This design comes from an exercise in tuning for small area, a short achievable clock period and few clock cycles on the open sky130 flow, not from production work. At most, simulation tests tie the RTL to the original design; equivalence was not proved. No functional check of the RTL was part of run 5. Power figures rest on the tool's default switching activity, not on a simulated workload.

`design/flow/config.mk`:
```
export PLATFORM = sky130hd
export DESIGN_NAME = ddr_rw
export DESIGN_NICKNAME = ddr_rw
export VERILOG_FILES = /design/flow/design.v
export SDC_FILE = /design/flow/constraint.sdc
export NUM_CORES = 4
export LEC_CHECK = 0
export ABC_AREA = 1
export CAP_MARGIN = 20
export CORE_MARGIN = 2
export CORE_UTILIZATION = 60
export PLACE_DENSITY = 0.7
export SETUP_SLACK_MARGIN = 5
export SLEW_MARGIN = 20
```
`design/flow/constraint.sdc`:
```
create_clock -name core_clock -period 8.0 [get_ports {c3_clk0}]
set_input_delay 1.6000 -clock core_clock [delete_from_list [all_inputs] [get_ports {c3_clk0}]]
set_output_delay 1.6000 -clock core_clock [all_outputs]
set_load 0.01 [all_outputs]
```
`design/flow/design.v`:
```
`timescale 1ns / 1ps
module ddr_rw
(
   input               c3_clk0,
   input               c3_rst0,                
   input               pic_store_done,         
   output reg          lbp_finish,             
   output reg          c3_p0_cmd_en,
   output reg [2:0]    c3_p0_cmd_instr,
   output reg [5:0]    c3_p0_cmd_bl,
   output reg [29:0]   c3_p0_cmd_byte_addr,
   input               c3_p0_cmd_full,
   output reg          c3_p0_wr_en,
   output reg [15:0]   c3_p0_wr_mask,
   output reg [127:0]  c3_p0_wr_data,
   input               c3_p0_wr_full,
   output reg          c3_p0_rd_en,
   input  [127:0]      c3_p0_rd_data,
   input               c3_p0_rd_empty
);
function [12:0] hp;
   input [15:0] p;
   hp = {p[15:12], p[10:6], p[4:1]};
endfunction
function [15:0] add2;
   input [12:0] x;
   input [12:0] y;
   add2 = {{1'b0, x[12:9]} + {1'b0, y[12:9]},
           {1'b0, x[8:4]}  + {1'b0, y[8:4]},
           {1'b0, x[3:0]}  + {1'b0, y[3:0]}};
endfunction
function [12:0] qs;
   input [12:0] x;
   input [12:0] y;
   qs = {{1'b0, x[12:10]} + {1'b0, y[12:10]},
         {1'b0, x[8:5]}   + {1'b0, y[8:5]},
         {1'b0, x[3:1]}   + {1'b0, y[3:1]}};
endfunction
function [15:0] add3;
   input [12:0] a;
   input [12:0] b;
   input [12:0] s;
   add3 = {{2'b0, a[12:10]} + {2'b0, b[12:10]} + {1'b0, s[12:9]},
           {2'b0, a[8:5]}   + {2'b0, b[8:5]}   + {1'b0, s[8:4]},
           {2'b0, a[3:1]}   + {2'b0, b[3:1]}   + {1'b0, s[3:0]}};
endfunction
localparam PH_O0 = 3'd0,    
           PH_LD = 3'd1,    
           PH_O1 = 3'd2,    
           PH_X1 = 3'd3,    
           PH_EW = 3'd4,    
           PH_E0 = 3'd5,    
           PH_E1 = 3'd6;    
reg        run;
reg [2:0]  ph;
reg [3:0]  dj;
reg [6:0]  dr;
reg        ddone;
reg [1:0]  pc;
reg [4:0]  rj;         
reg [6:0]  rr;
reg        rdone;
reg [6:0]  ocnt;       
reg [3:0]  wj;
reg [8:0]  wrow;       
reg        clast;      
reg [63:0] pa;         
reg [63:0] tw;         
reg [51:0] pb;         
reg [12:0] p8;         
wire [15:0] hd [0:7];
genvar g;
generate for (g = 0; g < 8; g = g + 1) begin : hdsplit
   assign hd[g] = c3_p0_rd_data[127-16*g -: 16];
end endgenerate
reg         hsel;      
reg         esel;      
reg  [51:0] yq;
reg  [51:0] ys;        
wire [12:0] xh [0:4];
wire [15:0] xf [0:3];
generate for (g = 0; g < 4; g = g + 1) begin : win
   assign xf[g] = hsel ? tw[63-16*g -: 16] : pa[63-16*g -: 16];
   assign xh[g] = hsel ? pb[51-13*g -: 13] : hp(pa[63-16*g -: 16]);
end endgenerate
assign xh[4] = hsel ? p8 : hp(tw[63:48]);
wire [127:0] word;
generate for (g = 0; g < 4; g = g + 1) begin : slot
   wire [15:0] a = add2(xh[g], yq[51-13*g -: 13]);
   wire [15:0] c = add3(xh[g], xh[g+1], ys[51-13*g -: 13]);
   assign word[127-32*g -: 32] = esel ? {xf[g], a} : {a, c};
end endgenerate
reg [64:0] yn;
always @* begin
   case (ph)
      PH_O1:        yn = {hp(tw[63:48]), hp(tw[47:32]), hp(tw[31:16]), hp(tw[15:0]), hp(hd[0])};
      PH_X1, PH_EW: yn = {hp(pa[47:32]), hp(pa[31:16]), hp(pa[15:0]), hp(tw[63:48]), 13'd0};
      PH_E0:        yn = {pb[38:0], p8, 13'd0};
      default:      yn = {hp(hd[0]), hp(hd[1]), hp(hd[2]), hp(hd[3]), hp(hd[4])};
   endcase
end
wire hv  = !c3_p0_rd_empty && !c3_p0_rd_en;         
wire cr  = !pc[1] && !c3_p0_wr_full;                
wire act = run && !ddone;
reg [2:0] ph_n;
always @* begin
   ph_n = ph;
   if (act)
      case (ph)
         PH_O0: if (hv && (dr == 7'd0 || cr)) ph_n = PH_LD;
         PH_LD: ph_n = PH_O1;
         PH_O1: if (hv) ph_n = PH_X1;
         PH_X1: ph_n = (dr == 7'd127) ? PH_O0 : (cr ? PH_E0 : PH_EW);
         PH_EW: if (cr) ph_n = PH_E0;
         PH_E0: ph_n = PH_E1;
         default: ph_n = (hv && cr) ? PH_LD : PH_O0;
      endcase
end
wire grp_done = act && ((ph == PH_X1 && dr != 7'd0) || ph == PH_E1);
wire can    = run && !lbp_finish && !c3_p0_cmd_en;
wire want_w = (pc != 2'd0);
wire want_r = !rdone && (ocnt <= 7'd62);
wire sel_r  = can && want_r && (!want_w || ocnt < 7'd32);
wire sel_w  = can && want_w && !sel_r;
wire pushed_r = c3_p0_cmd_en && c3_p0_cmd_instr[0];
wire pushed_w = c3_p0_cmd_en && !c3_p0_cmd_instr[0];
always @(posedge c3_clk0) begin
   if (c3_rst0) begin
      run <= 1'b0;
      lbp_finish <= 1'b0;
      ph <= PH_O0;
      hsel <= 1'b0;
      esel <= 1'b0;
      dj <= 4'd0;
      dr <= 7'd0;
      ddone <= 1'b0;
      pc <= 2'd0;
      rj <= 5'd1;
      rr <= 7'd0;
      rdone <= 1'b0;
      ocnt <= 7'd0;
      wj <= 4'd0;
      wrow <= 9'd130;
      c3_p0_cmd_en <= 1'b0;
      c3_p0_wr_en <= 1'b0;
      c3_p0_rd_en <= 1'b0;
   end else begin
      run <= pic_store_done;
      if (pushed_w && clast)
         lbp_finish <= 1'b1;
      c3_p0_cmd_en <= (sel_r || sel_w) && !c3_p0_cmd_full;
      if (pushed_r) begin
         rr <= rr + 7'd1;
         if (rr == 7'd127) begin
            rj <= rj + 5'd1;
            if (rj == 5'd16)
               rdone <= 1'b1;
         end
      end
      if (pushed_w) begin
         if (wrow == 9'd383) begin
            wrow <= 9'd130;
            wj <= wj + 4'd1;
         end else
            wrow <= wrow + 9'd1;
      end
      ocnt <= ocnt - {6'd0, c3_p0_rd_en} + (pushed_r ? {5'd0, c3_p0_cmd_bl[0] ? 2'd2 : 2'd1} : 7'd0);
      pc <= pc + {1'b0, grp_done} - {1'b0, pushed_w};
      hsel <= (ph_n == PH_X1) || (ph_n == PH_E1);
      esel <= (ph_n == PH_E0) || (ph_n == PH_E1);
      c3_p0_wr_en <= 1'b0;
      c3_p0_rd_en <= 1'b0;
      if (act) begin
         ph <= ph_n;
         case (ph)
            PH_O0: c3_p0_rd_en <= (ph_n == PH_LD) && (dj != 4'd15);
            PH_LD: c3_p0_wr_en <= (dr != 7'd0);
            PH_O1: c3_p0_rd_en <= (ph_n == PH_X1);
            PH_X1: begin
               c3_p0_wr_en <= (dr != 7'd0);
               if (dr == 7'd127) begin
                  dr <= 7'd0;
                  dj <= dj + 4'd1;
                  if (dj == 4'd15)
                     ddone <= 1'b1;
               end
            end
            PH_EW: ;
            PH_E0: c3_p0_wr_en <= 1'b1;
            default: begin
               c3_p0_wr_en <= 1'b1;
               c3_p0_rd_en <= (ph_n == PH_LD) && (dj != 4'd15);
               dr <= dr + 7'd1;
            end
         endcase
      end
   end
end
always @(posedge c3_clk0) begin
   c3_p0_cmd_instr <= sel_r ? 3'b001 : 3'b010;
   c3_p0_cmd_bl <= {5'd0, !(sel_r && rj[4])};
   if (sel_r)
      c3_p0_cmd_byte_addr <= {10'd0, 2'd0, rr, 2'd0, rj, 4'd0};
   else
      c3_p0_cmd_byte_addr <= {10'd0, wrow, 1'b0, wj[3], !wj[3], wj[2:0], 1'b1, 4'd0};
   clast <= (wj == 4'd15) && (wrow == 9'd383);
   c3_p0_wr_mask <= 16'd0;
   c3_p0_wr_data <= word;
   yq <= yn[64:13];
   ys <= {qs(yn[64:52], yn[51:39]), qs(yn[51:39], yn[38:26]), qs(yn[38:26], yn[25:13]), qs(yn[25:13], yn[12:0])};
   if (ph == PH_LD) begin
      pa <= c3_p0_rd_data[127:64];
      tw <= c3_p0_rd_data[63:0];
   end
   if (ph == PH_X1) begin
      p8 <= hp(hd[0]);
      pb <= {hp(tw[63:48]), hp(tw[47:32]), hp(tw[31:16]), hp(tw[15:0])};
   end
end
endmodule
```
`design/flow/flow/run.sh`:
```
#!/bin/bash
# Layout flow: the standard ORFS layout (standard.sh, unchanged synthesis),
# with two changes to how the layout is made:
#  - the input and output port buffers inserted before global placement are
#    sky130_fd_sc_hd__buf_1 cells instead of the resizer's default choice
#    (every port still gets its own buffer; later repair may resize them);
#  - clock tree synthesis clusters up to 24 sinks per leaf buffer and
#    inserts no dummy loads.
set -euo pipefail
export BUFFER_PORTS_ARGS="-buffer_cell sky130_fd_sc_hd__buf_1"
export CTS_ARGS="-sink_clustering_enable -repair_clock_nets -sink_clustering_size 24 -sink_clustering_max_diameter 60 -buf_list {sky130_fd_sc_hd__clkbuf_8 sky130_fd_sc_hd__clkbuf_16} -dont_use_dummy_load"
bash standard.sh finish > standard_flow.log 2>&1
```
`design/flow/standard.sh`:
```
#!/bin/bash
# synth_recipe.tcl (not shown) runs the flow's synth.tcl, then flattens the netlist and writes it again
# the make line also repeats each setting of config.mk as NAME=value (left out here)
make -C /OpenROAD-flow-scripts/flow DESIGN_CONFIG=/design/flow/config.mk WORK_HOME=/design/flow/orfs CLKGATE_MAP_FILE= SYNTH_SCRIPT=/design/flow/synth_recipe.tcl "${@:-finish}"
```
==> results.cfg, run 1 <==
[floorplan]
fp.dieArea_mm2 = 0.0400
die-width_um = 200
row_count = 71
core-area_mm2 = 0.0378
num_io_pins = 321
die_y_um = 200
starting_utilization_of_the_core_area_pct = 61.0

[route]
avgRoutedWirePerCell_um = 19.8
detail_route.first_pass.iterations = 5
drcViolationCount = 0
routed_via_density = 5.56
route.final.wire_length_um = 61900
routed-via-count = 17400
antenna_left = 0
drt_iter0_drc = 1598

[placement]
detail_placement_hpwl_um = 42900
place_congestion = 0.919
portBuffers = 283

[global_route]
grt_pass1_wl_um = 92400
grt_max_degree = 84
grt.overflow.total = 0
number_of_antenna_violations_at_the_first_check_in_global_routing = 12
vias_in_the_first_global_route = 16800
grt.total_usage_pct = 30.6

[setup_path]
r2r.worst_path.cells = 11
critPathLaunchType = register
critical_path.top_delay_family = adder cells
crit_path_max_fanout = 59
r2r_end = c3_p0_wr_data[10]$_DFF_P_
critPathRequiredTime_ns = 8.46
reg2reg_slack_ns = 5.10
number_of_buffers_and_inverters_on_the_critical_path = 2
slowest_stage_cell_on_the_critical_path = sky130_fd_sc_hd__fa_1
regToRegStartpoint = hsel$_SDFF_PP0_
path_cells = buf_16 -> o21ai_0 -> fa_1 -> ha_1 -> inv_1 -> fa_1 -> nor2_1 -> nor2_1 -> nor2_1 -> o21ai_0 -> o21ai_0
crit_type = register to register
critical_path.endpoint_type = register
crit_path_max_incr_delay_ns = 0.55
crit_arrival_ns = 3.36

[clock_network]
tritoncts = done
cts_htree_levels = 2
cts_num_sinks = 501
clk_root_buffer_cell = sky130_fd_sc_hd__clkbuf_16
cts_max_path_buffers = 3
cts.reportedPaths.clkPinSlew_ns = 0.08
cts_hold_repair.buffers = 0
cts-buffers-inserted = 38
clock_latency_ns = 0.57

[synthesis]
synth_sequential_area_ratio_pct = 51.9
synthesis.area_per_instance_um2 = 9.85
postSynthCellCount = 2340
synthTopCellsByCount = sky130_fd_sc_hd__nand2_1 (431), sky130_fd_sc_hd__inv_1 (310), sky130_fd_sc_hd__dfxtp_1 (308)
ys_top_cells_by_area = sky130_fd_sc_hd__dfxtp_1 (27%), sky130_fd_sc_hd__edfxtp_1 (25%), sky130_fd_sc_hd__ha_1 (8.4%), sky130_fd_sc_hd__nand2_1 (7.0%), sky130_fd_sc_hd__fa_1 (6.7%)
yosysMostFrequentCell = sky130_fd_sc_hd__nand2_1
synth-edff-count = 193
netlist.area_leader.share_pct = 26.8
syn-cell-area_mm2 = 0.0230
asyncSetResetFlopFracSynth_pct = 0
synth.largest_area_cell = sky130_fd_sc_hd__dfxtp_1
number_of_distinct_standard_cells_referenced_by_the_synthesized_netlist = 47
yosys_warnings = 1
ys.flop_type = sky130_fd_sc_hd__dfxtp_1
ys_seq_elements = 501

[worst_hold_path]
hp-start = tw[29]$_DFFE_PP_
hold_critical_path_depth = 0
worst_hold_path.endpoint = pb[23]$_DFFE_PN_
hold_path.class = register to register

[finish]
utilization_pct = 68.1
final_nets = 2972
area_growth_syn_to_layout_pct = 11.6
drive_gt1_share_pct = 5.03

[timing]
rsz0062_at_grt = true
timing_worst_slew_pin_value_ns = 1.12
min_period_over_period_pct = 36.3
max_clk_rate_mhz = 345
final_hold_fails = 0
slew_headroom_pct = 25.3
setup_viol_count_final = 0
finalSetupTns_ns = 0
clock_skew_ns = 0.0414
post_layout_min_period_ns = 2.90
drv_slew = 0

[outcome]
status = finished clean

[pwr]
p_leak_nw = 10.9
power_density_mw_per_mm2 = 253
peak_vdd_ir_v = 0.000230

[job]
timing.max_cap.violations = 0
-- cell usage in the layout, fill, tap and decap left out, types with 31 or more instances in the layout --
cell type | Yosys | final
sky130_fd_sc_hd__fa_1 | 77 | 72
sky130_fd_sc_hd__xnor2_1 | 31 | 31
sky130_fd_sc_hd__buf_1 | 9 | 283
sky130_fd_sc_hd__dfxtp_1 | 308 | 303
sky130_fd_sc_hd__nor2_1 | 100 | 98
sky130_fd_sc_hd__conb_1 | 1 | 37
sky130_fd_sc_hd__inv_1 | 310 | 304
sky130_fd_sc_hd__nand2_1 | 431 | 428
sky130_fd_sc_hd__clkbuf_16 | 0 | 40
sky130_fd_sc_hd__nand3_1 | 67 | 66
sky130_fd_sc_hd__a21oi_1 | 121 | 116
sky130_fd_sc_hd__ha_1 | 155 | 150
sky130_fd_sc_hd__edfxtp_1 | 193 | 193
sky130_fd_sc_hd__o21ai_0 | 238 | 230
-- registers in the layout, summed over array words and instances, names as in the netlist, 2 cells and up --
signal and flops:
dj 4, p8 13, pb 52, c3_p0_cmd_byte_addr 15, yq 52, c3_p0_cmd_instr 2, tw 64, rr 7
pa 64, ocnt 7, wrow 9, ys 52, rj 5, c3_p0_wr_data 128, ph 3, wj 4
pc 2, dr 7
-- per-stage QoR --
| step | worst slack, ns | std cells | area (um^2) | power, mW | hold WS [ns] |
|---|---|---|---|---|---|
| 4_1_cts | 5.01 | 3108 | 25500 | 6.51 | 0.445 |
| 3_3_place_gp | 3.91 | 3067 | 24400 | 4.79 | 0.432 |
| 3_5_place_dp | 3.77 | 3067 | 24400 | 4.85 | 0.434 |
| 2_1_floorplan | 4.94 | 2376 | 23200 | 4.30 | 0.407 |
| 6_report | 5.10 | 3123 | 25700 | 6.51 | 0.441 |
| 5_1_grt | 4.89 | 3119 | 25700 | 6.89 | 0.467 |
-- report_power, final --
group / internal, mW / switching [mW]
logic: 0.629 / 1.00
registers: 3.04 / 0.161
clock network: 0.841 / 0.835
total: 4.51 / 2.00
-- how the worst max path moves through the flow --
stage                             startpoint                         end  slack [ns]  cells past startpoint
after floorplan           ph[2]$_SDFFE_PP0P_              ys[18]$_DFF_P_        4.94                     14
after global placement       hsel$_SDFF_PP0_  c3_p0_wr_data[105]$_DFF_P_        3.91                     12
after detailed placement     hsel$_SDFF_PP0_  c3_p0_wr_data[105]$_DFF_P_        3.77                     12
after CTS                 ph[0]$_SDFFE_PP0P_              ys[34]$_DFF_P_        5.01                     14
after global routing         hsel$_SDFF_PP0_   c3_p0_wr_data[10]$_DFF_P_        4.89                     11
final                        hsel$_SDFF_PP0_   c3_p0_wr_data[10]$_DFF_P_        5.10                     11
-- logic make-up (layout without fill, tap and decap cells) --
| family | Yosys count | count (layout) | synth area share [%] |
|---|---|---|---|
| AND/OR/NAND/NOR | 649 | 649 | 11.6 |
| XOR/XNOR | 53 | 53 | 2.01 |
| buffers and inverters | 434 | 662 | 7.86 |
| flip-flops | 501 | 501 | 51.9 |
| AO/OA/AOI/OAI | 462 | 462 | 11.1 |
| adder cells (fa/ha/maj) | 232 | 232 | 15.1 |
| multiplexers | 8 | 8 | 0.348 |
| other | 1 | 45 | 0.0163 |
-- routing by layer --
| metal | GRT usage (%) | routed length (um) | share of wire, % | vias to the layer above |
|---|---|---|---|---|
| li1 | - | - | - | 8175 |
| met1 | 43.0 | 26200 | 42 | 8228 |
| met2 | 47.8 | 27800 | 45 | 840 |
| met3 | 6.33 | 6260 | 10 | 101 |
| met4 | 10.0 | 1670 | 2.7 | 8 |
| met5 | 0 | 51 | 0.082 | - |
-- layout make-up --
type                       instances  area, um^2
multi-input combinational       1441        9500
antenna                            8        20.0
timing repair buffer             302        1350
tap                              511         639
timing repair inverter             2        22.5
inverter                         320        1260
clock buffer                      38         951
sequential                       501       12000
fill                            3027       12000
-- repair_timing --
| item | in CTS | in global routing |
|---|---|---|
| cloned | 1 | 4 |
| gates resized for setup | 24 | 24 |
| setup buffers | 2 | 3 |
| setup endpoints to repair | 200 | 49 |
Testbench counts, summed over its fixed seeds: cycles 79,446.
==> run 2, diff against run 1 <==
==> design/flow/flow/run.sh (replaced) <==
#!/bin/bash
# Layout flow: the standard ORFS layout (standard.sh, unchanged synthesis),
# with two changes to how the layout is made:
#  - the input and output port buffers inserted before global placement are
#    sky130_fd_sc_hd__buf_1 cells instead of the resizer's default choice
#    (every port still gets its own buffer; later repair may resize them);
#  - clock tree synthesis clusters up to 16 sinks per leaf buffer and
#    inserts no dummy loads.
set -euo pipefail
export BUFFER_PORTS_ARGS="-buffer_cell sky130_fd_sc_hd__buf_1"
export CTS_ARGS="-sink_clustering_enable -repair_clock_nets -sink_clustering_size 16 -sink_clustering_max_diameter 50 -buf_list {sky130_fd_sc_hd__clkbuf_8} -dont_use_dummy_load"
bash standard.sh SETUP_SLACK_MARGIN=5.25 finish > standard_flow.log 2>&1
==> run 2 against run 1 <==
  * Still clean on timing, DRC and antenna
  * Sequential power is essentially flat
  * Area after synthesis is the same
  * Register-to-register slack gained 0.19 ns
  * Synthesized cell count is the same
  * Critical path depth shrank 10
  * Die area is the same
  * Maximum frequency grew 5.4%
==> results.cfg, run 2 <==
[outcome]
status = finished clean

[synthesis]
synth-edff-count = 193
postSynthCellCount = 2340
ys.flop_type = sky130_fd_sc_hd__dfxtp_1
multiplexer_area_fraction_after_synthesis_pct = 0.348
netlist.area_leader.share_pct = 26.8
synthesis.area_per_instance_um2 = 9.85
synth.largest_area_cell = sky130_fd_sc_hd__dfxtp_1
synth_xor_xnor_area_share_pct = 2.01
syn-cell-area_mm2 = 0.0230
synthesized_area_fraction_occupied_by_ao_oa_aoi_and_oai_cells_pct = 11.1
synth_sequential_area_ratio_pct = 51.9
ys_seq_elements = 501
ys_top_cells_by_area = sky130_fd_sc_hd__dfxtp_1 (27%), sky130_fd_sc_hd__edfxtp_1 (25%), sky130_fd_sc_hd__ha_1 (8.4%), sky130_fd_sc_hd__nand2_1 (7.0%), sky130_fd_sc_hd__fa_1 (6.7%)
synthTopCellsByCount = sky130_fd_sc_hd__nand2_1 (431), sky130_fd_sc_hd__inv_1 (310), sky130_fd_sc_hd__dfxtp_1 (308)
synth_top_family_by_area = adder cells
post_synth_fa_ha_maj_area_fraction_pct = 15.1
yosys_warnings = 1
asyncSetResetFlopFracSynth_pct = 0
yosysMostFrequentCell = sky130_fd_sc_hd__nand2_1
synth_simple_gate_area_share_pct = 11.6
number_of_distinct_standard_cells_referenced_by_the_synthesized_netlist = 47

[global_route]
number_of_antenna_violations_at_the_first_check_in_global_routing = 7
vias_in_the_first_global_route = 17000
grt_max_degree = 102
grt_pass1_wl_um = 94200
grt.total_usage_pct = 31.3
grt.overflow.total = 0

[timing]
timing_worst_slew_pin_value_ns = 1.09
finalSetupTns_ns = 0
drv_slew = 0
rsz0062_at_grt = true
max_clk_rate_mhz = 363
slew_headroom_pct = 27.2
clock_skew_ns = 0.0618
final_hold_fails = 0
min_period_over_period_pct = 34.4
post_layout_min_period_ns = 2.75
setup_viol_count_final = 0

[setup_path]
path_cells = buf_6
crit_type = register to output pin
slowest_stage_cell_on_the_critical_path = sky130_fd_sc_hd__dfxtp_2
crit_arrival_ns = 1.15
critical_path.top_delay_family = flip-flops
number_of_buffers_and_inverters_on_the_critical_path = 1
critPathRequiredTime_ns = 6.40
crit_path_max_incr_delay_ns = 0.38
critical_path.endpoint_type = output pin
critPathLaunchType = register
crit_path_max_fanout = 1

[floorplan]
num_io_pins = 321
starting_utilization_of_the_core_area_pct = 61.0
core-area_mm2 = 0.0378
row_count = 71
die_y_um = 200
die-width_um = 200
fp.dieArea_mm2 = 0.0400

[finish]
drive_gt1_share_pct = 14.9
largest_register_ffs = 128
largestRegisters = c3_p0_wr_data (128), pa (64), tw (64)
highest_count_cells_in_the_layout_ignoring_fill_and_taps = sky130_fd_sc_hd__nand2_1 (415), sky130_fd_sc_hd__inv_1 (300), sky130_fd_sc_hd__dfxtp_1 (251)
area_growth_syn_to_layout_pct = 14.5
multiInputGateArea_mm2 = 0.00977
utilization_pct = 69.9
final_common_cell = sky130_fd_sc_hd__nand2_1
fillCellCount = 2934
final_cells = 3146
final_nets = 3000
final_area_mm2 = 0.0264
largest-register = c3_p0_wr_data
seqCellArea_mm2 = 0.0120

[clock_network]
cts_max_path_buffers = 3
cts-buffers-inserted = 45
clock_latency_ns = 0.66
cts_htree_levels = 2
tritoncts = done
cts_num_sinks = 501
cts.reportedPaths.clkPinSlew_ns = 0.11
clk_root_buffer_cell = sky130_fd_sc_hd__clkbuf_8

[route]
drt_iter0_drc = 1508
antenna_left = 0
routed_via_density = 5.62
drcViolationCount = 0
routed-via-count = 17700
detail_route.first_pass.iterations = 5
avgRoutedWirePerCell_um = 20.8
route.final.wire_length_um = 65500

[pwr]
pwr-share-comb_pct = 28.3
p_leak_nw = 11.4
peak_vdd_ir_v = 0.000193
power_switching_share_pct = 31.8
p_sw_mw = 2.01
total_power_mw = 6.33
clock_power_share_pct = 20.8
share_seq_of_total_power_pct = 50.9
power_density_mw_per_mm2 = 240
power.internal_mw = 4.32

[placement]
portBuffers = 283
placement.cell_area_mm2 = 0.0245
place_congestion = 0.908
detail_placement_hpwl_um = 43100
numPlacedInstances = 3066

[job]
timing.max_cap.violations = 0

[worst_hold_path]
hold_path.class = register to register
[run 2: layout make-up]
cell class / instances / area share (%)
Sequential cell: 501 / 45.7
Multi-Input combinational cell: 1443 / 37.1
Timing Repair Buffer: 319 / 7.52
Inverter: 320 / 4.75
Tap cell: 511 / 2.42
Clock buffer: 45 / 2.35
Timing Repair inverter: 4 / 0.199
Antenna cell: 3 / 0.0285
[run 2: cells by family (layout without fill, tap and decap cells)]
logic type               Yosys count  in the layout
adder cells (fa/ha/maj)          232            232
flip-flops                       501            501
multiplexers                       8              8
AND/OR/NAND/NOR                  649            651
other                              1             40
AO/OA/AOI/OAI                    462            462
buffers and inverters            434            688
XOR/XNOR                          53             53
[run 2: timing repair]
item                                    4_1_cts  5_1_grt
hold endpoints to repair                      0        0
gates resized for setup                     178      183
hold buffers                                  0        0
gates cloned                                  3       11
pin swaps                                     0        2
endpoints found under the setup margin      239      147
setup buffers                                 5       13
[run 2: path summary, 6_finish.rpt]
path | startpoint | slack (ns) | to | cells after the start
setup / recovery | c3_p0_wr_data[16]$_DFF_P_ | 5.25 | c3_p0_wr_data[16] | 1
hold / removal | tw[14]$_DFFE_PP_ | 0.45 | pb[11]$_DFFE_PN_ | 0
setup reg to reg | hsel$_SDFF_PP0_ | 5.29 | c3_p0_wr_data[46]$_DFF_P_ | 12
hold reg to reg | tw[14]$_DFFE_PP_ | 0.45 | pb[11]$_DFFE_PN_ | 0
[run 2: layer usage]
| layer | GRT usage [%] | wire length, um |
|---|---|---|
| met4 | 11.7 | 2400 |
| met3 | 6.17 | 6170 |
| met1 | 43.0 | 26900 |
| met2 | 49.6 | 30000 |
| met5 | 0 | 60 |
[run 2: power by group through the flow]
| stage | Combinational (mW) | Clock (mW) | Sequential (mW) |
|---|---|---|---|
| after floorplan | 0.972 | 0 | 3.34 |
| final | 1.79 | 1.32 | 3.22 |
| after global routing | 2.03 | 1.43 | 3.26 |
| after CTS | 1.68 | 1.34 | 3.20 |
| after detailed placement | 1.60 | 0 | 3.25 |
| after global placement | 1.54 | 0 | 3.25 |
[run 2: metrics by stage]
step / worst slack (ns) / hold slack (ns)
after CTS: 5.19 / 0.448
after floorplan: 4.96 / 0.407
final: 5.25 / 0.449
after global routing: 5.20 / 0.463
after detailed placement: 4.28 / 0.435
after global placement: 4.41 / 0.433
==> run 3, diff against run 2 <==
--- a/design/flow/flow/run.sh
+++ b/design/flow/flow/run.sh
@@ -9,4 +9,4 @@
 set -euo pipefail
 export BUFFER_PORTS_ARGS="-buffer_cell sky130_fd_sc_hd__buf_1"
 export CTS_ARGS="-sink_clustering_enable -repair_clock_nets -sink_clustering_size 16 -sink_clustering_max_diameter 50 -buf_list {sky130_fd_sc_hd__clkbuf_8} -dont_use_dummy_load"
-bash standard.sh SETUP_SLACK_MARGIN=5.25 finish > standard_flow.log 2>&1
+bash standard.sh finish > standard_flow.log 2>&1
==> run 3 against run 2 <==
  * Still clean on timing, DRC and antenna
  * Core utilization decreased by 2.5 points
  * Combinational power fell by 8%
  * Clock power about the same
  * Global-route usage is 0.67 points lower
  * Clock-buffer cell count shrank 1
  * Die area unchanged
  * Non-clock buffer count is 13 lower
  * Register-to-register slack got worse by 0.18 ns
  * Area after synthesis is the same
  * Flip-flop and latch count is the same
  * Wire length decreased by 4.1%
  * Critical endpoint is now c3_p0_wr_data[74]$_DFF_P_
  * Largest power group unchanged
==> results.cfg, run 3 <==
[timing]
clock_skew_ns = 0.0569
final_worst_setup_slack_ns = 5.11
finalSetupTns_ns = 0
slew_headroom_pct = 25.7
post_layout_min_period_ns = 2.89
timing_worst_slew_pin_value_ns = 1.11
max_clk_rate_mhz = 346
setup_viol_count_final = 0
drv_slew = 0
min_period_over_period_pct = 36.1
rsz0062_at_grt = true
final_hold_fails = 0

[finish]
highest_count_cells_in_the_layout_ignoring_fill_and_taps = sky130_fd_sc_hd__nand2_1 (428), sky130_fd_sc_hd__inv_1 (304), sky130_fd_sc_hd__dfxtp_1 (303)
final_nets = 2983
area_growth_syn_to_layout_pct = 10.4
drive_gt1_share_pct = 5.51
final_common_cell = sky130_fd_sc_hd__nand2_1
largest_register_ffs = 128
largest-register = c3_p0_wr_data
largestRegisters = c3_p0_wr_data (128), pa (64), tw (64)

[synthesis]
post_synth_fa_ha_maj_area_fraction_pct = 15.1
ys_top_cells_by_area = sky130_fd_sc_hd__dfxtp_1 (27%), sky130_fd_sc_hd__edfxtp_1 (25%), sky130_fd_sc_hd__ha_1 (8.4%), sky130_fd_sc_hd__nand2_1 (7.0%), sky130_fd_sc_hd__fa_1 (6.7%)
synth.largest_area_cell = sky130_fd_sc_hd__dfxtp_1
yosys_warnings = 1
ys.flop_type = sky130_fd_sc_hd__dfxtp_1
synthesis.area_per_instance_um2 = 9.85
number_of_distinct_standard_cells_referenced_by_the_synthesized_netlist = 47
synth_xor_xnor_area_share_pct = 2.01
synth_sequential_area_ratio_pct = 51.9
syn-cell-area_mm2 = 0.0230
synth-edff-count = 193
synthTopCellsByCount = sky130_fd_sc_hd__nand2_1 (431), sky130_fd_sc_hd__inv_1 (310), sky130_fd_sc_hd__dfxtp_1 (308)
ys_seq_elements = 501
multiplexer_area_fraction_after_synthesis_pct = 0.348
synth_simple_gate_area_share_pct = 11.6
netlist.area_leader.share_pct = 26.8
postSynthCellCount = 2340
synth_top_family_by_area = adder cells
yosysMostFrequentCell = sky130_fd_sc_hd__nand2_1
asyncSetResetFlopFracSynth_pct = 0
synthesized_area_fraction_occupied_by_ao_oa_aoi_and_oai_cells_pct = 11.1

[placement]
detail_placement_hpwl_um = 42900
place_congestion = 0.919
post-place-ws_ns = 3.77
portBuffers = 283

[worst_hold_path]
hold_critical_path_depth = 0
hold_path.class = register to register

[job]
timing.max_cap.violations = 0

[pwr]
total_power_mw = 6.14
peak_vdd_ir_v = 0.000169
p_leak_nw = 10.8
power_density_mw_per_mm2 = 241

[floorplan]
row_count = 71
die_y_um = 200
num_io_pins = 321
die-width_um = 200
fp.dieArea_mm2 = 0.0400
core-area_mm2 = 0.0378
starting_utilization_of_the_core_area_pct = 61.0

[route]
routed_via_density = 5.54
antenna_left = 0
detail_route.first_pass.iterations = 5
avgRoutedWirePerCell_um = 20.0
routed-via-count = 17400
route.final.wire_length_um = 62800
drcViolationCount = 0
drt_iter0_drc = 1595

[setup_path]
r2r.worst_path.cells = 13
critPathRequiredTime_ns = 8.52
crit_type = register to register
critical_path.endpoint_type = register
critPathLaunchType = register
crit_arrival_ns = 3.41
crit_path_max_fanout = 41

[clock_network]
cts.reportedPaths.clkPinSlew_ns = 0.09
cts_hold_repair.buffers = 0
cts_num_sinks = 501
cts-buffers-inserted = 44
clk_root_buffer_cell = sky130_fd_sc_hd__clkbuf_8
tritoncts = done
cts_max_path_buffers = 3
cts_htree_levels = 2
clock_latency_ns = 0.65

[global_route]
grt.total_usage_pct = 30.6
grt_max_degree = 84
vias_in_the_first_global_route = 16800
number_of_antenna_violations_at_the_first_check_in_global_routing = 13
grt_pass1_wl_um = 92400
grt.overflow.total = 0

[outcome]
status = finished clean
[run 3: cell count changes in the layout (fill, tap and decap cells not counted), moves of 15 or more]
| cell | previous run | this run |
|---|---|---|
| sky130_fd_sc_hd__clkbuf_2 | 36 | 0 |
| sky130_fd_sc_hd__dfxtp_1 | 251 | 303 |
| sky130_fd_sc_hd__o21ai_0 | 203 | 230 |
| sky130_fd_sc_hd__dfxtp_2 | 52 | 3 |
| sky130_fd_sc_hd__buf_2 | 49 | 0 |
| sky130_fd_sc_hd__o21ai_1 | 22 | 7 |
| sky130_fd_sc_hd__buf_6 | 51 | 1 |
| sky130_fd_sc_hd__buf_1 | 153 | 283 |
[run 3: per-stage QoR]
step / utilization (%) / instances / hold WS (ns) / cell area [um^2]
after floorplan: - / 2376 / 0.407 / 23200
after global placement: 64.7 / 3067 / 0.432 / 24400
after detailed placement: 64.7 / 3067 / 0.434 / 24400
after CTS: 66.7 / 3115 / 0.438 / 25200
after global routing: 67.4 / 3131 / 0.438 / 25400
final: 67.4 / 3134 / 0.451 / 25400
[run 3: logic make-up after synthesis]
family,count (synthesis)
fa+ha+maj,232
flops,501
mux,8
compound gates,462
other cells,1
simple gates,649
buf+inv,434
xor+xnor,53
[run 3: report_power, final]
| group | leakage (nW) | internal, mW | switching (mW) |
|---|---|---|---|
| logic | 6.17 | 0.633 | 1.01 |
| clock network | 0.316 | 0.492 | 0.804 |
| registers | 4.32 | 3.04 | 0.163 |
[run 3: worst paths after layout]
kind | startpoint | to | slack (ns)
worst max register to register | hsel$_SDFF_PP0_ | c3_p0_wr_data[74]$_DFF_P_ | 5.11
worst min-delay path | tw[40]$_DFFE_PP_ | pb[32]$_DFFE_PN_ | 0.45
worst min register to register | tw[40]$_DFFE_PP_ | pb[32]$_DFFE_PN_ | 0.45
worst max-delay path | hsel$_SDFF_PP0_ | c3_p0_wr_data[74]$_DFF_P_ | 5.11
[run 3: area by class of cell]
| class | instances | area, um^2 |
|---|---|---|
| multi-input cells | 1441 | 9510 |
| repair inverters | 3 | 31.3 |
| fillers | 3062 | 12300 |
| flip-flops and latches | 501 | 12000 |
| diodes | 8 | 20.0 |
| well taps | 511 | 639 |
| repair buffers | 306 | 1410 |
| inverters | 320 | 1260 |
| clock buffers | 44 | 606 |
[run 3: critical path, stage by stage (launching register included)]
cell,delay (ns)
sky130_fd_sc_hd__dfxtp_4,0.54
sky130_fd_sc_hd__clkinv_16,0.16
sky130_fd_sc_hd__buf_12,0.21
sky130_fd_sc_hd__nand2_1,0.12
sky130_fd_sc_hd__nand2_2,0.10
sky130_fd_sc_hd__fa_1,0.52
sky130_fd_sc_hd__ha_1,0.16
sky130_fd_sc_hd__inv_1,0.06
sky130_fd_sc_hd__fa_1,0.40
sky130_fd_sc_hd__nor2_2,0.16
sky130_fd_sc_hd__nor2_1,0.05
sky130_fd_sc_hd__nor2_1,0.07
sky130_fd_sc_hd__o21ai_0,0.07
sky130_fd_sc_hd__o21ai_0,0.11
[run 3: metal layers]
layer,wire length [um],GRT usage [%],up-vias
met2,28300,47.4,807
met1,26500,43.0,8253
li1,-,-,8185
met4,1790,11.1,8
met3,6200,6.33,106
met5,51,0,-
[run 3: repair_timing]
item                       in CTS  in global routing
gates cloned                    2                  6
pin swaps                       0                  1
resized for setup              26                 23
hold endpoints to repair        0                  0
setup buffers                   2                  5
setup endpoints to repair     209                 41
==> run 4, diff against run 3 <==
--- a/design/flow/config.mk
+++ b/design/flow/config.mk
@@ -9,6 +9,6 @@
 export CAP_MARGIN = 20
 export CORE_MARGIN = 2
 export CORE_UTILIZATION = 60
-export PLACE_DENSITY = 0.7
+export PLACE_DENSITY = 0.85
 export SETUP_SLACK_MARGIN = 5
 export SLEW_MARGIN = 20
==> run 4 against run 3 <==
  * Largest cell class unchanged
  * Clock power hardly changed
  * Via count is 3.0% higher
  * Critical path depth stayed put
  * Largest power group unchanged
  * Design area is 1.0% lower
  * Critical path type unchanged
==> results.cfg, run 4 <==
[outcome]
status = finished clean

[clock_network]
cts_max_path_buffers = 3
clk_root_buffer_cell = sky130_fd_sc_hd__clkbuf_8
cts.reportedPaths.clkPinSlew_ns = 0.10
clock_latency_ns = 0.64
cts_num_sinks = 501
cts_htree_levels = 2
cts-buffers-inserted = 44
tritoncts = done

[global_route]
grt_max_degree = 96
number_of_antenna_violations_at_the_first_check_in_global_routing = 7
vias_in_the_first_global_route = 17700
grt.total_usage_pct = 30.7
grt.overflow.total = 0
grt_pass1_wl_um = 93700

[placement]
detail_placement_hpwl_um = 44800
portBuffers = 283
place_congestion = 0.952

[route]
top_layer_used_by_detailed_routing = met5
routedLengthMet1_um = 23600
antenna_left = 0
drcViolationCount = 0
drt_iter0_drc = 1668
met3_length_um = 6740
dr_wl_met2_um = 28600
routed_via_density = 5.72
routed-via-count = 17900
avgRoutedWirePerCell_um = 19.8
detail_route.first_pass.iterations = 8
route.final.wire_length_um = 61900

[timing]
finalSetupTns_ns = 0
max_clk_rate_mhz = 347
final_hold_fails = 0
timing_worst_slew_pin_value_ns = 1.08
slew_headroom_pct = 27.9
drv_slew = 0
min_period_over_period_pct = 36.0
post_layout_min_period_ns = 2.88
setup_viol_count_final = 0
clock_skew_ns = 0.0505
rsz0062_at_grt = true

[pwr]
power_switching_share_pct = 32.6
p_sw_mw = 2.01
clock_power_share_pct = 20.9
power.internal_mw = 4.16
total_power_mw = 6.17
pwr-share-comb_pct = 27.2
power_density_mw_per_mm2 = 245
p_leak_nw = 10.7
peak_vdd_ir_v = 0.000149
share_seq_of_total_power_pct = 51.8

[finish]
largestRegisters = c3_p0_wr_data (128), pa (64), tw (64)
largest_register_ffs = 128
highest_count_cells_in_the_layout_ignoring_fill_and_taps = sky130_fd_sc_hd__nand2_1 (427), sky130_fd_sc_hd__inv_1 (304), sky130_fd_sc_hd__dfxtp_1 (303)
area_growth_syn_to_layout_pct = 9.30
final_nets = 2976
final_common_cell = sky130_fd_sc_hd__nand2_1
largest-register = c3_p0_wr_data
fillCellCount = 2890
utilization_pct = 66.7
drive_gt1_share_pct = 5.06

[synthesis]
postSynthCellCount = 2340
ys.flop_type = sky130_fd_sc_hd__dfxtp_1
ys_top_cells_by_area = sky130_fd_sc_hd__dfxtp_1 (27%), sky130_fd_sc_hd__edfxtp_1 (25%), sky130_fd_sc_hd__ha_1 (8.4%), sky130_fd_sc_hd__nand2_1 (7.0%), sky130_fd_sc_hd__fa_1 (6.7%)
ys_seq_elements = 501
synthTopCellsByCount = sky130_fd_sc_hd__nand2_1 (431), sky130_fd_sc_hd__inv_1 (310), sky130_fd_sc_hd__dfxtp_1 (308)
syn-cell-area_mm2 = 0.0230
synth_sequential_area_ratio_pct = 51.9
synth.largest_area_cell = sky130_fd_sc_hd__dfxtp_1
netlist.area_leader.share_pct = 26.8
number_of_distinct_standard_cells_referenced_by_the_synthesized_netlist = 47
yosysMostFrequentCell = sky130_fd_sc_hd__nand2_1
synth-edff-count = 193
synthesis.area_per_instance_um2 = 9.85
asyncSetResetFlopFracSynth_pct = 0
yosys_warnings = 1

[setup_path]
critPathRequiredTime_ns = 8.56
crit_path_max_fanout = 45
crit_type = register to register
critPathLaunchType = register
reg2reg_slack_ns = 5.12
crit_path_max_incr_delay_ns = 0.55
path_common_cell = sky130_fd_sc_hd__nor2_1
path_cells = clkinv_2 -> buf_12 -> nand2_2 -> nand2_2 -> fa_1 -> ha_1 -> inv_1 -> fa_1 -> nor2_1 -> nor2_1 -> nor2_1 -> o21ai_0 -> o21ai_0
critical_path.top_delay_family = adder cells
crit_arrival_ns = 3.44
critical_path.endpoint_type = register
number_of_buffers_and_inverters_on_the_critical_path = 3
slowest_stage_cell_on_the_critical_path = sky130_fd_sc_hd__fa_1

[floorplan]
die_y_um = 200
num_io_pins = 321
row_count = 71
core-area_mm2 = 0.0378
fp.dieArea_mm2 = 0.0400
starting_utilization_of_the_core_area_pct = 61.0
die-width_um = 200

[job]
timing.max_cap.violations = 0

[worst_hold_path]
hold_path.class = register to register
==> run 4: cell counts after synthesis <==
No cell type changed its count.
==> run 4: area by class of cell <==
type | instances | area [um^2] | area share, %
antenna | 4 | 10.0 | 0.0397
clock buffer | 44 | 606 | 2.40
inverter | 320 | 1210 | 4.82
multi-input combinational | 1441 | 9490 | 37.7
sequential | 501 | 12000 | 47.5
tap | 511 | 639 | 2.54
timing repair buffer | 302 | 1250 | 4.98
==> run 4: cell families after synthesis <==
group	Yosys count	synth area share [%]
AND/OR/NAND/NOR	649	11.6
multiplexers	8	0.348
flip-flops	501	51.9
other	1	0.0163
XOR/XNOR	53	2.01
adder cells (fa/ha/maj)	232	15.1
buffers and inverters	434	7.86
AO/OA/AOI/OAI	462	11.1
==> run 4: routing by layer <==
| layer | GRT usage [%] | up-vias |
|---|---|---|
| met2 | 49.7 | 1013 |
| met4 | 14.6 | 10 |
| li1 | - | 8177 |
| met1 | 39.1 | 8469 |
| met5 | 0 | - |
| met3 | 7.41 | 205 |
==> run 4: worst register-to-register path, stage by stage (launching register included) <==
cell and delay [ns]:
sky130_fd_sc_hd__dfxtp_4 0.43, sky130_fd_sc_hd__clkinv_2 0.15, sky130_fd_sc_hd__buf_12 0.20, sky130_fd_sc_hd__nand2_2 0.17, sky130_fd_sc_hd__nand2_2 0.11, sky130_fd_sc_hd__fa_1 0.55, sky130_fd_sc_hd__ha_1 0.19, sky130_fd_sc_hd__inv_1 0.07
sky130_fd_sc_hd__fa_1 0.40, sky130_fd_sc_hd__nor2_1 0.17, sky130_fd_sc_hd__nor2_1 0.06, sky130_fd_sc_hd__nor2_1 0.10, sky130_fd_sc_hd__o21ai_0 0.08, sky130_fd_sc_hd__o21ai_0 0.13
==> run 4: path summary, 6_finish.rpt <==
kind / from / to / depth (start not counted)
max reg2reg: hsel$_SDFF_PP0_ / c3_p0_wr_data[74]$_DFF_P_ / 13
min reg2reg: tw[57]$_DFFE_PP_ / pb[46]$_DFFE_PN_ / 0
min: tw[57]$_DFFE_PP_ / pb[46]$_DFFE_PN_ / 0
max: hsel$_SDFF_PP0_ / c3_p0_wr_data[74]$_DFF_P_ / 13
==> run 4: repair_timing <==
item,CTS,global route
gates resized for setup,11,31
endpoints found under the setup margin,53,40
buffers inserted,1,4
hold buffers,0,0
cloned,0,0
==> run 4: power by group through the flow <==
stage | combinational (mW) | sequential, mW | clock, mW
4_1_cts | 1.66 | 3.20 | 1.31
5_1_grt | 1.89 | 3.23 | 1.39
3_3_place_gp | 1.55 | 3.25 | 0
2_1_floorplan | 0.961 | 3.34 | 0
6_report | 1.68 | 3.20 | 1.29
3_5_place_dp | 1.64 | 3.26 | 0
==> run 4: per-stage QoR <==
step                      hold WS (ns)  worst slack [ns]  instances  instance area [um^2]
after global routing             0.451              4.97       3120                 25200
final                            0.450              5.12       3123                 25200
after detailed placement         0.434              4.67       3070                 24400
after floorplan                  0.407              4.94       2376                 23200
after global placement           0.430              4.76       3070                 24400
after CTS                        0.447              5.00       3115                 25100
==> run 5, diff against run 4 <==
--- a/design/flow/design.v
+++ b/design/flow/design.v
@@ -44,13 +44,13 @@
            {2'b0, a[8:5]}   + {2'b0, b[8:5]}   + {1'b0, s[8:4]},
            {2'b0, a[3:1]}   + {2'b0, b[3:1]}   + {1'b0, s[3:0]}};
 endfunction
-localparam PH_O0 = 3'd0,    
-           PH_LD = 3'd1,    
-           PH_O1 = 3'd2,    
-           PH_X1 = 3'd3,    
-           PH_EW = 3'd4,    
-           PH_E0 = 3'd5,    
-           PH_E1 = 3'd6;    
+localparam PH_LD = 3'b000,    
+           PH_X1 = 3'b001,    
+           PH_E0 = 3'b010,    
+           PH_E1 = 3'b011,    
+           PH_O0 = 3'b100,    
+           PH_O1 = 3'b101,    
+           PH_EW = 3'b110;    
 reg        run;
 reg [2:0]  ph;
 reg [3:0]  dj;
@@ -73,8 +73,8 @@
 generate for (g = 0; g < 8; g = g + 1) begin : hdsplit
    assign hd[g] = c3_p0_rd_data[127-16*g -: 16];
 end endgenerate
-reg         hsel;      
-reg         esel;      
+wire        hsel = ph[0];    
+wire        esel = ph[1];    
 reg  [51:0] yq;
 reg  [51:0] ys;        
 wire [12:0] xh [0:4];
@@ -129,8 +129,6 @@
       run <= 1'b0;
       lbp_finish <= 1'b0;
       ph <= PH_O0;
-      hsel <= 1'b0;
-      esel <= 1'b0;
       dj <= 4'd0;
       dr <= 7'd0;
       ddone <= 1'b0;
@@ -166,8 +164,6 @@
       end
       ocnt <= ocnt - {6'd0, c3_p0_rd_en} + (pushed_r ? {5'd0, c3_p0_cmd_bl[0] ? 2'd2 : 2'd1} : 7'd0);
       pc <= pc + {1'b0, grp_done} - {1'b0, pushed_w};
-      hsel <= (ph_n == PH_X1) || (ph_n == PH_E1);
-      esel <= (ph_n == PH_E0) || (ph_n == PH_E1);
       c3_p0_wr_en <= 1'b0;
       c3_p0_rd_en <= 1'b0;
       if (act) begin
--- a/design/flow/config.mk
+++ b/design/flow/config.mk
@@ -9,6 +9,6 @@
 export CAP_MARGIN = 20
 export CORE_MARGIN = 2
 export CORE_UTILIZATION = 60
-export PLACE_DENSITY = 0.85
+export PLACE_DENSITY = 0.7
 export SETUP_SLACK_MARGIN = 5
 export SLEW_MARGIN = 20
==> run 5 against run 4 <==
  * Core utilization increased by 0.35 points
  * Sequential share of layout area decreased by 1.5 points
  * Register-to-register slack lost 0.05 ns
  * Sequential power about the same
  * First-iteration DRC count grew 0.54%
  * Clock power up 5%
  * Global-route usage shrank 0.090 points
  * Non-clock buffer count increased by 13
  * Highest routed layer unchanged
==> results.cfg, run 5 <==
[outcome]
status = finished clean

[finish]
largestRegisters = c3_p0_wr_data (128), pa (64), tw (64)
multiInputGateArea_mm2 = 0.00990
final_common_cell = sky130_fd_sc_hd__nand2_1
highest_count_cells_in_the_layout_ignoring_fill_and_taps = sky130_fd_sc_hd__nand2_1 (418), sky130_fd_sc_hd__inv_1 (312), sky130_fd_sc_hd__dfxtp_1 (304)
drive_gt1_share_pct = 5.59
area_growth_syn_to_layout_pct = 10.4
final_nets = 3057
final_area_mm2 = 0.0259
fillCellCount = 3151
largest_register_ffs = 128
largest-register = c3_p0_wr_data
seqCellArea_mm2 = 0.0119

[route]
drcViolationCount = 0
routed_via_density = 5.54
route.final.wire_length_um = 63300
antenna_left = 0
routed-via-count = 17700
drt_iter0_drc = 1677
detail_route.first_pass.iterations = 7
avgRoutedWirePerCell_um = 19.8

[clock_network]
tritoncts = done
clk_root_buffer_cell = sky130_fd_sc_hd__clkbuf_8
cts_max_path_buffers = 3
cts.reportedPaths.clkPinSlew_ns = 0.10
cts_hold_repair.buffers = 0
cts-buffers-inserted = 48
cts_htree_levels = 2
clock_latency_ns = 0.67
cts_num_sinks = 499

[timing]
finalSetupTns_ns = 0
final_hold_fails = 0
post_layout_min_period_ns = 2.93
finalHoldWorstSlack_ns = 0.416
drv_slew = 0
setup_viol_count_final = 0
slew_headroom_pct = 49.9
min_period_over_period_pct = 36.6
max_clk_rate_mhz = 341
clock_skew_ns = 0.0830
timing_worst_slew_pin_value_ns = 0.751
rsz0062_at_grt = true

[floorplan]
fp.dieArea_mm2 = 0.0407
die-width_um = 202
num_io_pins = 321
die_y_um = 202
core-area_mm2 = 0.0386
starting_utilization_of_the_core_area_pct = 60.7
row_count = 72

[setup_path]
critPathLaunchType = register
critical_path.endpoint_type = register
path_cells = buf_4 -> ha_4 -> nand2_8 -> clkinv_16 -> nor2_4 -> buf_4 -> buf_4 -> nor2_1 -> a221oi_1 -> a21oi_2 -> ha_1 -> inv_1 -> fa_1 -> inv_1
critPathRequiredTime_ns = 8.60
crit_path_max_incr_delay_ns = 0.41
reg2reg_slack_ns = 5.07
regToRegStartpoint = ph[0]$_SDFFE_PP0P_
slowest_stage_cell_on_the_critical_path = sky130_fd_sc_hd__dfxtp_4
worstSetupStartpoint = ph[0]$_SDFFE_PP0P_
crit_type = register to register
crit_path_max_fanout = 35
r2r_end = ys[14]$_DFF_P_
r2r.worst_path.cells = 14
cp-endpoint = ys[14]$_DFF_P_
path_common_cell = sky130_fd_sc_hd__buf_4
crit_arrival_ns = 3.53

[synthesis]
yosysMostFrequentCell = sky130_fd_sc_hd__nand2_1
asyncSetResetFlopFracSynth_pct = 0
synth-edff-count = 193
yosys_warnings = 1
ys_seq_elements = 499
synthesis.area_per_instance_um2 = 9.77
ys.flop_type = sky130_fd_sc_hd__dfxtp_1
postSynthCellCount = 2401
synthTopCellsByCount = sky130_fd_sc_hd__nand2_1 (419), sky130_fd_sc_hd__inv_1 (315), sky130_fd_sc_hd__dfxtp_1 (306)
number_of_distinct_standard_cells_referenced_by_the_synthesized_netlist = 51
synth_sequential_area_ratio_pct = 50.8
ys_top_cells_by_area = sky130_fd_sc_hd__dfxtp_1 (26%), sky130_fd_sc_hd__edfxtp_1 (25%), sky130_fd_sc_hd__ha_1 (8.6%), sky130_fd_sc_hd__nand2_1 (6.7%), sky130_fd_sc_hd__fa_1 (6.6%)
synth.largest_area_cell = sky130_fd_sc_hd__dfxtp_1
syn-cell-area_mm2 = 0.0235
netlist.area_leader.share_pct = 26.1

[global_route]
grt.total_usage_pct = 30.6
vias_in_the_first_global_route = 17400
number_of_antenna_violations_at_the_first_check_in_global_routing = 2
grt_max_degree = 99
grt_pass1_wl_um = 96100
grt.overflow.total = 0

[placement]
place_congestion = 0.896
placement.cell_area_mm2 = 0.0248
detail_placement_hpwl_um = 44000
portBuffers = 283

[worst_hold_path]
hold_critical_path_depth = 1
hold_path.class = register to register

[pwr]
power_switching_share_pct = 32.1
share_seq_of_total_power_pct = 51.7
clock_power_share_pct = 21.9
p_sw_mw = 1.98
power.internal_mw = 4.19
power_density_mw_per_mm2 = 238
peak_vdd_ir_v = 0.000217
pwr-share-comb_pct = 26.4
p_leak_nw = 10.9

[job]
timing.max_cap.violations = 0
[run 5: cell types whose count changed after synthesis, sizes merged, moves of 8 or more]
cell	change
a221oi	+18
a22oi	-26
a41oi	+11
nand2	-9
nand3	-11
nor2	+57
o221ai	+15
xnor2	+8
[run 5: final cells by class]
type / count / share of cell area [%]
inverter: 323 / 4.99
timing repair buffer: 315 / 5.64
timing repair inverter: 2 / 0.0676
antenna: 2 / 0.0193
clock buffer: 48 / 2.55
multi-input combinational: 1496 / 38.2
tap: 518 / 2.50
sequential: 499 / 46.0
[run 5: critical path: cells and delay by family (launching register included)]
kind / cells / cell delay, ns
buffers and inverters: 6 / 0.79
DFF: 1 / 0.41
adders and majority gates: 3 / 0.87
AOI/OAI and AO/OA: 2 / 0.43
and+or+nand+nor: 3 / 0.36
[run 5: power by group through the flow]
stage          sequential [mW]  combinational (mW)  clock [mW]
3_3_place_gp              3.24                1.55           0
3_5_place_dp              3.25                1.60           0
2_1_floorplan             3.33               0.952           0
4_1_cts                   3.19                1.62        1.37
6_report                  3.19                1.63        1.35
5_1_grt                   3.22                1.84        1.47
[run 5: cell families (layout without fill, tap and decap cells)]
kind of cell	count (synthesis)	after routing	synth area share, %
buf+inv	443	688	7.96
other cells	1	39	0.0160
xor+xnor	57	57	2.13
flops	499	499	50.8
simple gates	688	689	12.0
fa+ha+maj	238	238	15.2
compound gates	466	466	11.6
mux	9	9	0.384
[run 5: per-stage QoR]
stage | setup slack [ns] | utilization [%] | power, mW | std cells
global route | 4.97 | 67.0 | 6.53 | 3201
finish | 5.07 | 67.0 | 6.16 | 3203
detailed placement | 3.10 | 64.2 | 4.84 | 3130
floorplan | 4.61 | - | 4.28 | 2437
global placement | 3.24 | 64.2 | 4.79 | 3130
CTS | 5.01 | 66.5 | 6.19 | 3193
[run 5: repair_timing]
| item | 4_1_cts | 5_1_grt |
|---|---|---|
| gates resized for setup | 31 | 20 |
| pin swaps | 1 | 3 |
| endpoints found under the setup margin | 313 | 48 |
| buffers inserted | 13 | 5 |
| cloned | 2 | 3 |
[run 5: how the worst min path moves through the flow]
stage / startpoint / to / slack (ns)
detailed placement: rj[4]$_SDFFE_PP0P_ / c3_p0_cmd_bl[0]$_DFF_P_ / 0.40
finish: rj[4]$_SDFFE_PP0P_ / c3_p0_cmd_bl[0]$_DFF_P_ / 0.42
floorplan: rj[4]$_SDFFE_PP0P_ / c3_p0_cmd_bl[0]$_DFF_P_ / 0.38
global placement: rj[4]$_SDFFE_PP0P_ / c3_p0_cmd_bl[0]$_DFF_P_ / 0.39
CTS: rj[4]$_SDFFE_PP0P_ / c3_p0_cmd_bl[0]$_DFF_P_ / 0.41
global route: rj[4]$_SDFFE_PP0P_ / c3_p0_cmd_bl[0]$_DFF_P_ / 0.45
[run 5: layer usage]
layer | share of wire, % | up-vias | track usage [%]
met5 | 0.021 | - | 0
met4 | 2.9 | 2 | 9.35
met3 | 9.0 | 123 | 6.59
met2 | 46 | 793 | 49.3
met1 | 42 | 8424 | 41.8
li1 | - | 8407 | -
==> run 6, diff against run 5 <==
--- a/design/flow/design.v
+++ b/design/flow/design.v
@@ -29,28 +29,22 @@
            {1'b0, x[8:4]}  + {1'b0, y[8:4]},
            {1'b0, x[3:0]}  + {1'b0, y[3:0]}};
 endfunction
-function [12:0] qs;
-   input [12:0] x;
-   input [12:0] y;
-   qs = {{1'b0, x[12:10]} + {1'b0, y[12:10]},
-         {1'b0, x[8:5]}   + {1'b0, y[8:5]},
-         {1'b0, x[3:1]}   + {1'b0, y[3:1]}};
-endfunction
-function [15:0] add3;
+function [15:0] add4;
    input [12:0] a;
    input [12:0] b;
-   input [12:0] s;
-   add3 = {{2'b0, a[12:10]} + {2'b0, b[12:10]} + {1'b0, s[12:9]},
-           {2'b0, a[8:5]}   + {2'b0, b[8:5]}   + {1'b0, s[8:4]},
-           {2'b0, a[3:1]}   + {2'b0, b[3:1]}   + {1'b0, s[3:0]}};
+   input [12:0] c;
+   input [12:0] d;
+   add4 = {{2'b0, a[12:10]} + {2'b0, b[12:10]} + {2'b0, c[12:10]} + {2'b0, d[12:10]},
+           {2'b0, a[8:5]}   + {2'b0, b[8:5]}   + {2'b0, c[8:5]}   + {2'b0, d[8:5]},
+           {2'b0, a[3:1]}   + {2'b0, b[3:1]}   + {2'b0, c[3:1]}   + {2'b0, d[3:1]}};
 endfunction
-localparam PH_LD = 3'b000,    
-           PH_X1 = 3'b001,    
-           PH_E0 = 3'b010,    
-           PH_E1 = 3'b011,    
-           PH_O0 = 3'b100,    
-           PH_O1 = 3'b101,    
-           PH_EW = 3'b110;    
+localparam PH_O0 = 3'd0,    
+           PH_LD = 3'd1,    
+           PH_O1 = 3'd2,    
+           PH_X1 = 3'd3,    
+           PH_EW = 3'd4,    
+           PH_E0 = 3'd5,    
+           PH_E1 = 3'd6;    
 reg        run;
 reg [2:0]  ph;
 reg [3:0]  dj;
@@ -73,32 +67,30 @@
 generate for (g = 0; g < 8; g = g + 1) begin : hdsplit
    assign hd[g] = c3_p0_rd_data[127-16*g -: 16];
 end endgenerate
-wire        hsel = ph[0];    
-wire        esel = ph[1];    
-reg  [51:0] yq;
-reg  [51:0] ys;        
+reg         hsel;      
+reg         esel;      
+reg  [64:0] xw;
+reg  [64:0] yq;
 wire [12:0] xh [0:4];
+wire [12:0] yh [0:4];
 wire [15:0] xf [0:3];
-generate for (g = 0; g < 4; g = g + 1) begin : win
+generate for (g = 0; g < 5; g = g + 1) begin : win
+   assign xh[g] = xw[64-13*g -: 13];
+   assign yh[g] = yq[64-13*g -: 13];
+end endgenerate
+generate for (g = 0; g < 4; g = g + 1) begin : pass
    assign xf[g] = hsel ? tw[63-16*g -: 16] : pa[63-16*g -: 16];
-   assign xh[g] = hsel ? pb[51-13*g -: 13] : hp(pa[63-16*g -: 16]);
-end endgenerate
-assign xh[4] = hsel ? p8 : hp(tw[63:48]);
+end endgenerate
 wire [127:0] word;
 generate for (g = 0; g < 4; g = g + 1) begin : slot
-   wire [15:0] a = add2(xh[g], yq[51-13*g -: 13]);
-   wire [15:0] c = add3(xh[g], xh[g+1], ys[51-13*g -: 13]);
+   wire [15:0] a = add2(xh[g], esel ? xh[g+1] : yh[g]);
+   wire [15:0] c = add4(xh[g], xh[g+1], yh[g], yh[g+1]);
    assign word[127-32*g -: 32] = esel ? {xf[g], a} : {a, c};
 end endgenerate
-reg [64:0] yn;
-always @* begin
-   case (ph)
-      PH_O1:        yn = {hp(tw[63:48]), hp(tw[47:32]), hp(tw[31:16]), hp(tw[15:0]), hp(hd[0])};
-      PH_X1, PH_EW: yn = {hp(pa[47:32]), hp(pa[31:16]), hp(pa[15:0]), hp(tw[63:48]), 13'd0};
-      PH_E0:        yn = {pb[38:0], p8, 13'd0};
-      default:      yn = {hp(hd[0]), hp(hd[1]), hp(hd[2]), hp(hd[3]), hp(hd[4])};
-   endcase
-end
+wire [64:0] xn = (ph == PH_O1 || ph == PH_E0) ? {pb, p8}
+                : {hp(pa[63:48]), hp(pa[47:32]), hp(pa[31:16]), hp(pa[15:0]), hp(tw[63:48])};
+wire [64:0] yn = (ph == PH_O1) ? {hp(tw[63:48]), hp(tw[47:32]), hp(tw[31:16]), hp(tw[15:0]), hp(hd[0])}
+                : {hp(hd[0]), hp(hd[1]), hp(hd[2]), hp(hd[3]), hp(hd[4])};
 wire hv  = !c3_p0_rd_empty && !c3_p0_rd_en;         
 wire cr  = !pc[1] && !c3_p0_wr_full;                
 wire act = run && !ddone;
@@ -129,6 +121,8 @@
       run <= 1'b0;
       lbp_finish <= 1'b0;
       ph <= PH_O0;
+      hsel <= 1'b0;
+      esel <= 1'b0;
       dj <= 4'd0;
       dr <= 7'd0;
       ddone <= 1'b0;
@@ -164,6 +158,8 @@
       end
       ocnt <= ocnt - {6'd0, c3_p0_rd_en} + (pushed_r ? {5'd0, c3_p0_cmd_bl[0] ? 2'd2 : 2'd1} : 7'd0);
       pc <= pc + {1'b0, grp_done} - {1'b0, pushed_w};
+      hsel <= (ph_n == PH_X1) || (ph_n == PH_E1);
+      esel <= (ph_n == PH_E0) || (ph_n == PH_E1);
       c3_p0_wr_en <= 1'b0;
       c3_p0_rd_en <= 1'b0;
       if (act) begin
@@ -202,8 +198,8 @@
    clast <= (wj == 4'd15) && (wrow == 9'd383);
    c3_p0_wr_mask <= 16'd0;
    c3_p0_wr_data <= word;
-   yq <= yn[64:13];
-   ys <= {qs(yn[64:52], yn[51:39]), qs(yn[51:39], yn[38:26]), qs(yn[38:26], yn[25:13]), qs(yn[25:13], yn[12:0])};
+   xw <= xn;
+   yq <= yn;
    if (ph == PH_LD) begin
       pa <= c3_p0_rd_data[127:64];
       tw <= c3_p0_rd_data[63:0];
--- a/design/flow/flow/run.sh
+++ b/design/flow/flow/run.sh
@@ -9,4 +9,4 @@
 set -euo pipefail
 export BUFFER_PORTS_ARGS="-buffer_cell sky130_fd_sc_hd__buf_1"
 export CTS_ARGS="-sink_clustering_enable -repair_clock_nets -sink_clustering_size 16 -sink_clustering_max_diameter 50 -buf_list {sky130_fd_sc_hd__clkbuf_8} -dont_use_dummy_load"
-bash standard.sh finish > standard_flow.log 2>&1
+bash standard.sh SETUP_SLACK_MARGIN=5.55 finish > standard_flow.log 2>&1
==> run 6 against run 5 <==
  * Clock-buffer cell count down 1
  * Core utilization is 4.4 points higher
  * Maximum frequency is 6.6% higher
  * First-iteration DRC count down 25%
  * Largest cell class unchanged
  * Global-route usage decreased by 0.53 points
  * Non-clock buffer count up 15
  * Total power shrank 4.0%
  * Clock skew increased by 0.00094 ns
  * Register-to-register slack improved by 0.39 ns
  * Worst setup slack gained 0.18 ns
==> results.cfg, run 6 <==
[outcome]
status = finished clean

[setup_path]
regToRegStartpoint = xw[32]$_DFF_P_
crit_type = register to output pin
number_of_buffers_and_inverters_on_the_critical_path = 1
r2r_end = c3_p0_wr_data[74]$_DFF_P_
critPathLaunchType = register
critical_path.top_delay_family = flip-flops
crit_path_max_incr_delay_ns = 0.37
critical_path.endpoint_type = output pin
path_cells = buf_6
crit_arrival_ns = 1.15

[worst_hold_path]
worst_hold_path.endpoint = xw[35]$_DFF_P_
hp-start = pb[22]$_DFFE_PP_
hold_path.class = register to register

[global_route]
grt.met3_usage_pct = 7.09
grt.total_usage_pct = 30.1
gr-max-usage-layer = met2
grtUsageMet2_pct = 48.0
number_of_antenna_violations_at_the_first_check_in_global_routing = 9
grt_max_degree = 83
grt_util_met1_pct = 39.0
vias_in_the_first_global_route = 16600

[finish]
area_growth_syn_to_layout_pct = 16.8
drive_gt1_share_pct = 20.2
largest_register_ffs = 128
utilization_pct = 71.5
highest_count_cells_in_the_layout_ignoring_fill_and_taps = sky130_fd_sc_hd__nand2_1 (487), sky130_fd_sc_hd__o21ai_0 (280), sky130_fd_sc_hd__inv_1 (228)
final_common_cell = sky130_fd_sc_hd__nand2_1

[pwr]
pwr-share-comb_pct = 22.6
p_sw_mw = 1.70
clock_power_share_pct = 22.9
p_leak_nw = 11.5
peak_vdd_ir_v = 0.000135
share_seq_of_total_power_pct = 54.5
power_switching_share_pct = 28.8

[route]
drcViolationCount = 0
routed_via_density = 5.45
avgRoutedWirePerCell_um = 20.4
detail_route.first_pass.iterations = 5
antenna_left = 0
routed-via-count = 17000
route.final.wire_length_um = 63400

[synthesis]
yosys_warnings = 1
synth.largest_area_cell = sky130_fd_sc_hd__dfxtp_1
synthesis.area_per_instance_um2 = 10.0
postSynthCellCount = 2303
netlist.area_leader.share_pct = 28.7
asyncSetResetFlopFracSynth_pct = 0
synth-edff-count = 193
synth_sequential_area_ratio_pct = 53.8
yosysMostFrequentCell = sky130_fd_sc_hd__nand2_1

[timing]
clock_skew_ns = 0.0839
max_clk_rate_mhz = 364
drv_slew = 0
timing_worst_slew_pin_value_ns = 0.821
slew_headroom_pct = 45.0
post_layout_min_period_ns = 2.75
min_period_over_period_pct = 34.4
rsz0062_at_grt = true
finalSetupTns_ns = 0

[clock_network]
tritoncts = done
cts_htree_levels = 2
cts.reportedPaths.clkPinSlew_ns = 0.10
clock_latency_ns = 0.67
cts-buffers-inserted = 47
cts_hold_repair.buffers = 0
cts_max_path_buffers = 3

[floorplan]
die-width_um = 200
starting_utilization_of_the_core_area_pct = 61.2
core-area_mm2 = 0.0378
die_y_um = 200
run 6: stage by stage:
step	hold slack [ns]	total power [mW]
6_report	0.429	5.92
3_5_place_dp	0.423	4.27
2_1_floorplan	0.394	3.87
4_1_cts	0.437	5.83
5_1_grt	0.449	6.20
3_3_place_gp	0.413	4.24
run 6: worst max path at each step:
stage | startpoint | end | slack (ns) | cells after the start
6_report | c3_p0_wr_data[119]$_DFF_P_ | c3_p0_wr_data[119] | 5.25 | 1
3_5_place_dp | esel$_SDFF_PP0_ | c3_p0_wr_data[36]$_DFF_P_ | 4.84 | 11
3_3_place_gp | esel$_SDFF_PP0_ | c3_p0_wr_data[26]$_DFF_P_ | 4.95 | 12
2_1_floorplan | ph[0]$_SDFFE_PP0P_ | pa[0]$_DFFE_PP_ | 4.08 | 2
4_1_cts | c3_p0_wr_data[119]$_DFF_P_ | c3_p0_wr_data[119] | 5.20 | 1
5_1_grt | c3_p0_wr_data[119]$_DFF_P_ | c3_p0_wr_data[119] | 5.20 | 1
run 6: metal layers:
layer  share of wire, %  vias to the layer above
met1                 40                     8119
met5              0.073                        -
met4                4.4                        8
li1                   -                     8033
met2                 47                      687
met3                8.4                      134
run 6: repair_timing:
| item | CTS | global route |
|---|---|---|
| gates cloned | 2 | 9 |
| gates resized for setup | 419 | 149 |
| buffers inserted | 15 | 13 |
| pin swaps | 30 | 44 |
| endpoints found under the setup margin | 356 | 227 |
run 6: area by class of cell:
type	count	area (um^2)	share of cell area (%)
antenna	5	12.5	0.0464
sequential	524	12600	46.9
timing repair inverter	4	27.5	0.102
multi-input combinational	1433	9460	35.0
timing repair buffer	330	2510	9.32
inverter	260	1040	3.85
clock buffer	47	647	2.40
tap	511	639	2.37
run 6: cell families (layout without fill, tap and decap cells):
logic type	after synthesis	in the layout	synth area share, %
xor+xnor	38	38	1.44
flops	524	524	53.8
mux	20	20	1.14
simple gates	655	655	11.4
fa+ha+maj	220	220	14.9
compound gates	463	463	10.3
other cells	1	42	0.0162
buf+inv	382	641	7.01
run 6: worst register-to-register path, stage by stage (launching register included):
cell and delay, ns:
sky130_fd_sc_hd__dfxtp_4 0.40, sky130_fd_sc_hd__inv_6 0.05, sky130_fd_sc_hd__fa_1 0.47, sky130_fd_sc_hd__fa_1 0.51, sky130_fd_sc_hd__inv_2 0.05, sky130_fd_sc_hd__ha_4 0.16, sky130_fd_sc_hd__fa_2 0.36, sky130_fd_sc_hd__nand2_2 0.09
sky130_fd_sc_hd__a21oi_2 0.05, sky130_fd_sc_hd__o21ai_1 0.15, sky130_fd_sc_hd__o21ai_1 0.10
run 6: power by group through the flow:
stage	clock, mW	sequential, mW	combinational, mW
after global placement	0	3.23	1.01
after global routing	1.48	3.24	1.48
final	1.36	3.22	1.34
after floorplan	0	3.27	0.599
after detailed placement	0	3.23	1.04
after CTS	1.38	3.21	1.24
Testbench counts of run 6, summed over its fixed seeds: cycles 79,446.

Setup slack of run 6, layout unchanged: 5.251 ns with ideal ports, 5.200 ns with driving cells assumed (clock clkbuf_16, inputs buf_2), 5.065 ns with port delays also shifted by the 0.681 ns mid clock arrival.
